Context: an optimization exercise on an open-source flow, tuned for small area, a short achievable clock period and few clock cycles. The choices shown serve that exercise and are no tape-out recipe. In this exercise RTL edits were held to simulation tests only and were not proved equivalent to the original. Power figures rest on the tool's default switching activity, not on a simulated workload.

==> trial 95: inputs <==
## mvprod_top
module mvprod_top (
  input  wire       clk,
  input  wire       rst,
  input  wire       in_wr,
  input  wire [7:0] in_data,
  input  wire       start,
  output logic      out_valid,
  output logic [7:0] out_data,
  output logic      out_last
);
  localparam NC = 2;
  localparam CUT = 4;
  logic [4:0] wcnt;             
  logic       clr;              
  logic [7:0] x1, x3;           
  logic [31:0][7:0] wcol, w;    
  logic       st;
  logic [31:0][7:0] nacc, nnxt;
  logic [31:0][NC-1:0] ncar, nco;
  logic [31:1][NC+7:0] osh;     
  logic [7:0] osh0;             
  logic [4:0] ocnt;
  function automatic logic [7:0] row_sum(input logic [NC+7:0] v);
    logic [7:0] s;
    s = ~v[7:0];
    for (integer i = 0; i < NC; i = i + 1)
      if (!v[8+i]) s = s + (8'd1 << CUT);
    row_sum = s;
  endfunction
  WeightROM rom (.col(wcnt), .w(wcol));
  always_ff @(posedge clk) begin
    x1 <= (in_wr && !rst) ? in_data : 8'd0;
    x3 <= (in_wr && !rst) ? in_data + {in_data[6:0], 1'b0} : 8'd0;
    clr <= in_wr && !rst && wcnt == 5'd0;
    w <= wcol;
    if (rst) begin
      wcnt <= '0;
      st <= 1'b0;
      out_valid <= 1'b0;
      out_last <= 1'b0;
      ocnt <= '0;
    end else begin
      if (in_wr) wcnt <= wcnt + 5'd1;
      st <= start;
      if (st) begin
        out_valid <= 1'b1;
        out_last <= 1'b0;
        ocnt <= '0;
      end else begin
        if (ocnt == 5'd31) out_valid <= 1'b0;
        out_last <= out_valid && ocnt == 5'd30;
        ocnt <= ocnt + {4'd0, out_valid};
      end
    end
  end
  MVProd #(.NC(NC)) rows (.clr(clr), .x1(x1), .x3(x3), .w(w), .nacc(nacc), .ncar(ncar), .nnxt(nnxt), .nco(nco));
  always_ff @(posedge clk) begin
    nacc <= nnxt;
    ncar <= nco;
    osh0 <= row_sum(st ? {ncar[0], nacc[0]} : osh[1]);
    for (int r = 1; r < 32; r++)
      osh[r] <= st ? {ncar[r], nacc[r]} : (r == 31 ? {ncar[r], nacc[r]} : osh[r+1]);
  end
  assign out_data = osh0;
endmodule
Settings: LEC_CHECK=0, CAP_MARGIN=20, CORE_MARGIN=2, CORE_UTILIZATION=55, CTS_BUF_LIST=sky130_fd_sc_hd__clkbuf_8, CTS_CLUSTER_DIAMETER=50, CTS_CLUSTER_SIZE=20, PLACE_DENSITY=0.65, SETUP_SLACK_MARGIN=2.9, SLEW_MARGIN=20, SYNTH_HIERARCHICAL=1, SYNTH_MEMORY_MAX_BITS=16384; clock period 6.0 ns.
run.sh (not shown) runs the stock make flow with config.mk's settings and CLKGATE_MAP_FILE= SYNTH_SCRIPT=/design/flow/synth_recipe.tcl, a recipe that flattens the netlist after the stock synthesis.
==> trial 72: changes against trial 95 <==
--- a/flow/config.mk
+++ b/flow/config.mk
@@ -8,11 +8,10 @@
 export CAP_MARGIN = 20
 export CORE_MARGIN = 2
 export CORE_UTILIZATION = 55
-export CTS_BUF_LIST = sky130_fd_sc_hd__clkbuf_8
-export CTS_CLUSTER_DIAMETER = 50
-export CTS_CLUSTER_SIZE = 20
+export CTS_CLUSTER_DIAMETER = 60
+export CTS_CLUSTER_SIZE = 30
 export PLACE_DENSITY = 0.65
-export SETUP_SLACK_MARGIN = 2.9
+export SETUP_SLACK_MARGIN = 3.2
 export SLEW_MARGIN = 20
 export SYNTH_HIERARCHICAL = 1
 export SYNTH_MEMORY_MAX_BITS = 16384
==> notes.md <==
item	trial 95	trial 72
Status	complete, no violations	complete, no violations
Iteration-0 DRC Markers	9593	11471
Portion of total power attributed to combinational logic	35.5%	36.9%
Total wirelength of the detailed-routed design	205 mm	246 mm
Filler cell count in the final layout	7744	7066
Biggest cell delay along the critical path	630 ps	660 ps
Arrival @ worst endpoint	3770 ps	3870 ps
Number of vias per cell	6.73	7.10
Register fraction of the total cell area	32.1%	30.1%
Non-clock buffer count in the final layout	162	331
Global-route track usage on met2	55.1%	66.3%
Power Total	21.8 mW	23.9 mW
TritonCTS Buffers	96	80
Routed via count	43735	47119
Wl on met1	85.5 mm	90.3 mm
HP Start	nacc[251]	nacc[249]
Cell area reported after detailed placement	54500 sq um	54500 sq um
Testbench counts of trial 95, summed over its fixed seeds: cycles 6,592.
Testbench counts of trial 72, summed over its fixed seeds: cycles 6,592.

* * *

==> v1 <==
Another version of the RTL of mvprod_top (not shown whole).
export LEC_CHECK = 0
export CAP_MARGIN = 20
export CORE_MARGIN = 2
export CORE_UTILIZATION = 55
export PLACE_DENSITY = 0.65
export SLEW_MARGIN = 20
export SYNTH_MEMORY_MAX_BITS = 16384
create_clock -name core_clock -period 6.0 [get_ports {clk}]
==> inputs of v36, as changes to v1 <==
ABC_AREA = 1   (was unset)
CORE_UTILIZATION = 40   (was 55)
PLACE_DENSITY = 0.6   (was 0.65)
==> results.cfg <==
[status]
outcome = timing/DRC/antenna clean

[power_and_ir_drop]
finalPower_mw = 21.8
comb_cell_power_mw = 7.50
p_clk_mw = 5.70

[clock_network]
cts_buffers = 89

[synth]
syn_inst = 5801
yosys.area_share.simple_pct = 10.2
synth_top_area_share_pct = 28.8

[die]
start_util_pct = 55.4
core_um2 = 100000

[timing]
max_slew.worst_pin.slew_ns = 1.35
fin_crit_ns = 4.48

[placement]
gp_congestion = 1.13
dp_cells = 6732

[worst_setup_path]
crit_cells = 18
crit_end = rows.g_row[15].row.nacc[7]

[global_routing]
grt_pass1_wl_um = 314000

[finish]
seq_area_um2 = 16000
design_area_um2 = 59100

[routing]
wire_per_inst_um = 31.4
The numbers above come from v1.

==> results.cfg <==
[die]
core_um2 = 132000
start_util_pct = 40.4

[finish]
design_area_um2 = 59100
seq_area_um2 = 16000
final_cells = 9058
clk_share_pct = 5.88

[timing]
fin_crit_ns = 4.68
max_slew.worst_pin.slew_ns = 1.21

[placement]
gp_congestion = 1.17
dp_cells = 8870

[routing]
wire_per_inst_um = 29.7

[clock_network]
cts_buffers = 94

[synth]
yosys.area_share.simple_pct = 23.0
syn_inst = 7286
synth_top_area_share_pct = 29.9

[power_and_ir_drop]
finalPower_mw = 23.0
comb_cell_power_mw = 8.47
p_clk_mw = 6.42

[worst_setup_path]
crit_end = rows.g_row[20].row.nacc[7]

[status]
outcome = timing/DRC/antenna clean
The numbers above come from v36.

Testbench counts of v1, summed over its fixed seeds: cycles 6,592.
Testbench counts of v36, summed over its fixed seeds: cycles 6,592.

* * *

==> branch zinc: inputs <==
mvprod_top, a different RTL version from the one above (not shown whole).
==> flow/config.mk <==
export PLATFORM = sky130hd
export DESIGN_NAME = mvprod_top
export DESIGN_NICKNAME = mvprod_top
export VERILOG_FILES = /design/flow/design.v
export SDC_FILE = /design/flow/constraint.sdc
export NUM_CORES = 4
export LEC_CHECK = 0
export CAP_MARGIN = 20
export CORE_MARGIN = 2
export CORE_UTILIZATION = 55
export CTS_CLUSTER_DIAMETER = 60
export CTS_CLUSTER_SIZE = 30
export PLACE_DENSITY = 0.65
export SETUP_SLACK_MARGIN = 2.6
export SLEW_MARGIN = 20
export SYNTH_HIERARCHICAL = 1
export SYNTH_MEMORY_MAX_BITS = 16384
==> flow/constraint.sdc <==
create_clock -name core_clock -period 6.0 [get_ports {clk}]
set_input_delay 1.2000 -clock core_clock [delete_from_list [all_inputs] [get_ports {clk}]]
set_output_delay 1.2000 -clock core_clock [all_outputs]
set_load 0.01 [all_outputs]
==> inputs of branch nickel, as changes to branch zinc <==
--- a/flow/design.v
+++ b/flow/design.v
@@ -2495,11 +2495,13 @@
   input  wire clr,
   input  wire [7:0] w,
   input  wire [7:0] x1,
   input  wire [7:0] x2,
   input  wire [7:0] x3,
-  output wire [7:0] nnxt
+  output wire [7:0] nnxt,
+  input  wire [1:0] ncar,
+  output wire [1:0] nco
 );
   wire na0;
   Or2 u1 (.a(nacc[0]), .b(clr), .y(na0));
   wire na1;
   Or2 u2 (.a(nacc[1]), .b(clr), .y(na1));
@@ -2571,68 +2573,74 @@
   wire t5, t6;
   FullAdd u36 (.a(na2), .b(np0_2), .c(np1_0), .s(t5), .co(t6));
   wire t8;
   Xnor2 u37 (.a(t5), .b(t4), .y(nnxt[2]));
   Or2 u38 (.a(t5), .b(t4), .y(t8));
-  wire t9, t10;
-  FullAdd u39 (.a(na3), .b(np0_3), .c(np1_1), .s(t9), .co(t10));
-  wire t12;
-  FullAdd u40 (.a(t6), .b(t9), .c(t8), .s(nnxt[3]), .co(t12));
+  wire t9;
+  FullAdd u39 (.a(na3), .b(np0_3), .c(np1_1), .s(t9), .co(nco[0]));
+  FullAdd u40 (.a(t6), .b(t9), .c(t8), .s(nnxt[3]), .co(nco[1]));
+  wire nc0;
+  Or2 u41 (.a(ncar[0]), .b(clr), .y(nc0));
+  wire nc1;
+  Or2 u42 (.a(ncar[1]), .b(clr), .y(nc1));
   wire t13, t14;
-  FullAdd u41 (.a(na4), .b(np0_4), .c(np1_2), .s(t13), .co(t14));
+  FullAdd u43 (.a(na4), .b(nc0), .c(nc1), .s(t13), .co(t14));
   wire t15, t16;
-  FullAdd u42 (.a(np2_0), .b(t10), .c(t13), .s(t15), .co(t16));
+  FullAdd u44 (.a(np0_4), .b(np1_2), .c(np2_0), .s(t15), .co(t16));
   wire t18;
-  Xnor2 u43 (.a(t15), .b(t12), .y(nnxt[4]));
-  Or2 u44 (.a(t15), .b(t12), .y(t18));
+  Xnor2 u45 (.a(t13), .b(t15), .y(nnxt[4]));
+  Or2 u46 (.a(t13), .b(t15), .y(t18));
   wire t19, t20;
-  FullAdd u45 (.a(na5), .b(np0_5), .c(np1_3), .s(t19), .co(t20));
+  FullAdd u47 (.a(na5), .b(np0_5), .c(np1_3), .s(t19), .co(t20));
   wire t21, t22;
-  FullAdd u46 (.a(np2_1), .b(t14), .c(t19), .s(t21), .co(t22));
+  FullAdd u48 (.a(np2_1), .b(t14), .c(t16), .s(t21), .co(t22));
   wire t24;
-  FullAdd u47 (.a(t16), .b(t21), .c(t18), .s(nnxt[5]), .co(t24));
+  FullAdd u49 (.a(t19), .b(t18), .c(t21), .s(nnxt[5]), .co(t24));
   wire t25, t26;
-  FullAdd u48 (.a(na6), .b(np3_0), .c(np0_6), .s(t25), .co(t26));
+  FullAdd u50 (.a(na6), .b(np3_0), .c(np0_6), .s(t25), .co(t26));
   wire t27, t28;
-  FullAdd u49 (.a(np1_4), .b(np2_2), .c(t20), .s(t27), .co(t28));
+  FullAdd u51 (.a(np1_4), .b(np2_2), .c(t20), .s(t27), .co(t28));
   wire t29, t30;
-  FullAdd u50 (.a(t25), .b(t27), .c(t22), .s(t29), .co(t30));
+  FullAdd u52 (.a(t25), .b(t22), .c(t27), .s(t29), .co(t30));
   wire t32;
-  Xnor2 u51 (.a(t29), .b(t24), .y(nnxt[6]));
-  Or2 u52 (.a(t29), .b(t24), .y(t32));
+  Xnor2 u53 (.a(t24), .b(t29), .y(nnxt[6]));
+  Or2 u54 (.a(t24), .b(t29), .y(t32));
   wire t33;
-  Xor2 u53 (.a(na7), .b(np3_1), .y(t33));
+  Xor2 u55 (.a(na7), .b(np3_1), .y(t33));
   wire t34;
-  Xor2 u54 (.a(np3_2), .b(np0_7), .y(t34));
+  Xor2 u56 (.a(np3_2), .b(np0_7), .y(t34));
   wire t35;
-  Xor2 u55 (.a(np1_5), .b(np2_3), .y(t35));
+  Xor2 u57 (.a(np1_5), .b(np2_3), .y(t35));
   wire t36;
-  Xor2 u56 (.a(t33), .b(t34), .y(t36));
+  Xor2 u58 (.a(t33), .b(t34), .y(t36));
   wire t37;
-  Xor2 u57 (.a(t35), .b(t26), .y(t37));
+  Xor2 u59 (.a(t35), .b(t26), .y(t37));
   wire t38;
-  Xor2 u58 (.a(t36), .b(t37), .y(t38));
+  Xor2 u60 (.a(t36), .b(t37), .y(t38));
   wire t39;
-  Xor2 u59 (.a(t38), .b(t28), .y(t39));
+  Xor2 u61 (.a(t38), .b(t28), .y(t39));
   wire t40;
-  Xor2 u60 (.a(t39), .b(t30), .y(t40));
-  Xnor2 u61 (.a(t40), .b(t32), .y(nnxt[7]));
+  Xor2 u62 (.a(t39), .b(t30), .y(t40));
+  Xnor2 u63 (.a(t40), .b(t32), .y(nnxt[7]));
 endmodule
 `default_nettype wire
 `timescale 1ns / 1ps
 `default_nettype none
-module MVProd (
+module MVProd #(parameter NC = 2) (
   input  wire clr,
   input  wire [7:0] x1,
   input  wire [7:0] x3,
   input  wire [31:0][7:0] w,
   input  wire [31:0][7:0] nacc,
-  output wire [31:0][7:0] nnxt
+  input  wire [31:0][NC-1:0] ncar,
+  output wire [31:0][7:0] nnxt,
+  output wire [31:0][NC-1:0] nco
 );
   wire [7:0] x2 = {x1[6:0], 1'b0};
   for (genvar r = 0; r < 32; r++) begin : g_row
-    MacTree row (.nacc(nacc[r]), .clr(clr), .w(w[r]), .x1(x1), .x2(x2), .x3(x3), .nnxt(nnxt[r]));
+    MacTree row (.nacc(nacc[r]), .ncar(ncar[r]), .clr(clr), .w(w[r]), .x1(x1), .x2(x2), .x3(x3),
+                 .nnxt(nnxt[r]), .nco(nco[r]));
   end
 endmodule
 `default_nettype wire
 `timescale 1ns / 1ps
 `default_nettype none
@@ -2644,19 +2652,29 @@
   input  wire       start,
   output logic      out_valid,
   output logic [7:0] out_data,
   output logic      out_last
 );
+  localparam NC = 2;
+  localparam CUT = 4;
   logic [4:0] wcnt;             
   logic       clr;              
   logic [7:0] x1, x3;           
   logic [31:0][7:0] wcol, w;    
   logic       st;
-  logic [31:0][7:0] nacc;       
-  logic [31:0][7:0] nnxt;
-  logic [31:0][7:0] osh;        
+  logic [31:0][7:0] nacc, nnxt;
+  logic [31:0][NC-1:0] ncar, nco;
+  logic [31:1][NC+7:0] osh;     
+  logic [7:0] osh0;             
   logic [4:0] ocnt;
+  function automatic logic [7:0] row_sum(input logic [NC+7:0] v);
+    logic [7:0] s;
+    s = ~v[7:0];
+    for (integer i = 0; i < NC; i = i + 1)
+      if (!v[8+i]) s = s + (8'd1 << CUT);
+    row_sum = s;
+  endfunction
   WeightROM rom (.col(wcnt), .w(wcol));
   always_ff @(posedge clk) begin
     x1 <= (in_wr && !rst) ? in_data : 8'd0;
     x3 <= (in_wr && !rst) ? in_data + {in_data[6:0], 1'b0} : 8'd0;
     clr <= in_wr && !rst && wcnt == 5'd0;
@@ -2679,14 +2697,16 @@
         out_last <= out_valid && ocnt == 5'd30;
         ocnt <= ocnt + {4'd0, out_valid};
       end
     end
   end
-  MVProd rows (.clr(clr), .x1(x1), .x3(x3), .w(w), .nacc(nacc), .nnxt(nnxt));
+  MVProd #(.NC(NC)) rows (.clr(clr), .x1(x1), .x3(x3), .w(w), .nacc(nacc), .ncar(ncar), .nnxt(nnxt), .nco(nco));
   always_ff @(posedge clk) begin
     nacc <= nnxt;
-    for (int r = 0; r < 32; r++)
-      osh[r] <= st ? nacc[r] : (r == 31 ? nacc[r] : osh[r+1]);
+    ncar <= nco;
+    osh0 <= row_sum(st ? {ncar[0], nacc[0]} : osh[1]);
+    for (int r = 1; r < 32; r++)
+      osh[r] <= st ? {ncar[r], nacc[r]} : (r == 31 ? {ncar[r], nacc[r]} : osh[r+1]);
   end
-  assign out_data = ~osh[0];
+  assign out_data = osh0;
 endmodule
 `default_nettype wire
--- a/flow/config.mk
+++ b/flow/config.mk
@@ -6,12 +6,13 @@
 export NUM_CORES = 4
 export LEC_CHECK = 0
 export CAP_MARGIN = 20
 export CORE_MARGIN = 2
 export CORE_UTILIZATION = 55
-export CTS_CLUSTER_DIAMETER = 60
-export CTS_CLUSTER_SIZE = 30
+export CTS_BUF_LIST = sky130_fd_sc_hd__clkbuf_8
+export CTS_CLUSTER_DIAMETER = 50
+export CTS_CLUSTER_SIZE = 20
 export PLACE_DENSITY = 0.65
-export SETUP_SLACK_MARGIN = 2.6
+export SETUP_SLACK_MARGIN = 3.0
 export SLEW_MARGIN = 20
 export SYNTH_HIERARCHICAL = 1
 export SYNTH_MEMORY_MAX_BITS = 16384
==> impl_metrics.yaml <==
outcome:
  outcome: "timing/DRC/antenna clean"
worst_setup_path:
  slowest_stage: "a31oi_1"
  cp_top_family: "simple AND/OR/NAND/NOR gates"
  max_stage_delay_ns: 0.63
  ff2ff_setup_slack_ns: 2.84
global_routing:
  grt_usage: 0.4049
  grt_busiest_layer: "met1"
placement:
  dp.cells: 6258
  place.gp.congestion: 1.119
drt:
  drtIter0Drc: 10240
yosys:
  syn_nets: 5339
power:
  comb_power_share: 0.354
  p_seq_frac: 0.418
floorplan:
  rows: 112
clocking:
  cts_buffers: 103
hold_path:
  hold_end: "osh[307]$_DFF_P_"
sta:
  relSlewSlack: 0.1934
layout:
  nClkBuffers: 110
  multiInputGateArea_um2: 32730
# the run above: branch nickel

==> impl_metrics.yaml <==
worst_setup_path:
  cp_top_family: "adder cells"
  ff2ff_setup_slack_ns: 2.41
  max_stage_delay_ns: 0.56
  slowest_stage: "a222oi_1"
layout:
  nClkBuffers: 83
drt:
  drtIter0Drc: 9835
global_routing:
  grt_usage: 0.4277
yosys:
  syn_nets: 5059
outcome:
  outcome: "timing/DRC/antenna clean"
hold_path:
  hold_end: "osh[255]$_DFF_P_"
sta:
  relSlewSlack: 0.2325
placement:
  dp.cells: 5884
  place.gp.congestion: 1.095
clocking:
  cts_buffers: 74
power:
  p_seq_frac: 0.380
# the run above: branch zinc

Testbench counts of branch zinc, summed over its fixed seeds: cycles 6,592.
Testbench counts of branch nickel, summed over its fixed seeds: cycles 6,592.

## what the ideal ports hide
In the flow no input, the clock included, has a driving cell. The finished layouts below were timed again as built, in two steps. Step 1: set_driving_cell puts a clkbuf_16 on clk and a buf_2 on each other input, an assumption about the parent block. Step 2 adds t to the input delays and takes it off the output delays; t is the mean of the earliest and latest rising clock arrival at the registers after step 1. Input paths then give back, and output paths get back, about the clock's delay inside the block. Slacks: ideal / step 1 / step 2; pairs: ideal / step 1.
| run | shift t [ns] | slack for setup (ns) | worst hold slack (ns) | slew at the worst register clock pin (ns) |
|---|---|---|---|---|
| trial 95 | 0.841 | 2.831 / 2.831 / 2.289 | 0.339 / 0.339 / 0.339 | 0.12 / 0.12 |
| trial 72 | 0.773 | 2.734 / 2.734 / 2.567 | 0.349 / 0.349 / 0.349 | 0.10 / 0.10 |
| v1 | 0.754 | 1.522 / 1.522 / 1.522 | 0.346 / 0.346 / 0.346 | 0.07 / 0.07 |
| v36 | 0.805 | 1.319 / 1.319 / 1.319 | 0.345 / 0.345 / 0.345 | 0.07 / 0.07 |
| branch zinc | 0.723 | 2.406 / 2.406 / 2.406 | 0.350 / 0.350 / 0.350 | 0.10 / 0.10 |
| branch nickel | 0.859 | 2.835 / 2.835 / 2.511 | 0.350 / 0.350 / 0.350 | 0.11 / 0.11 |
After both steps setup and hold are still met in every run listed. For trial 95, which loses most, drivers alone change the setup slack by 0.000 ns; drivers and shift together by -0.542 ns.
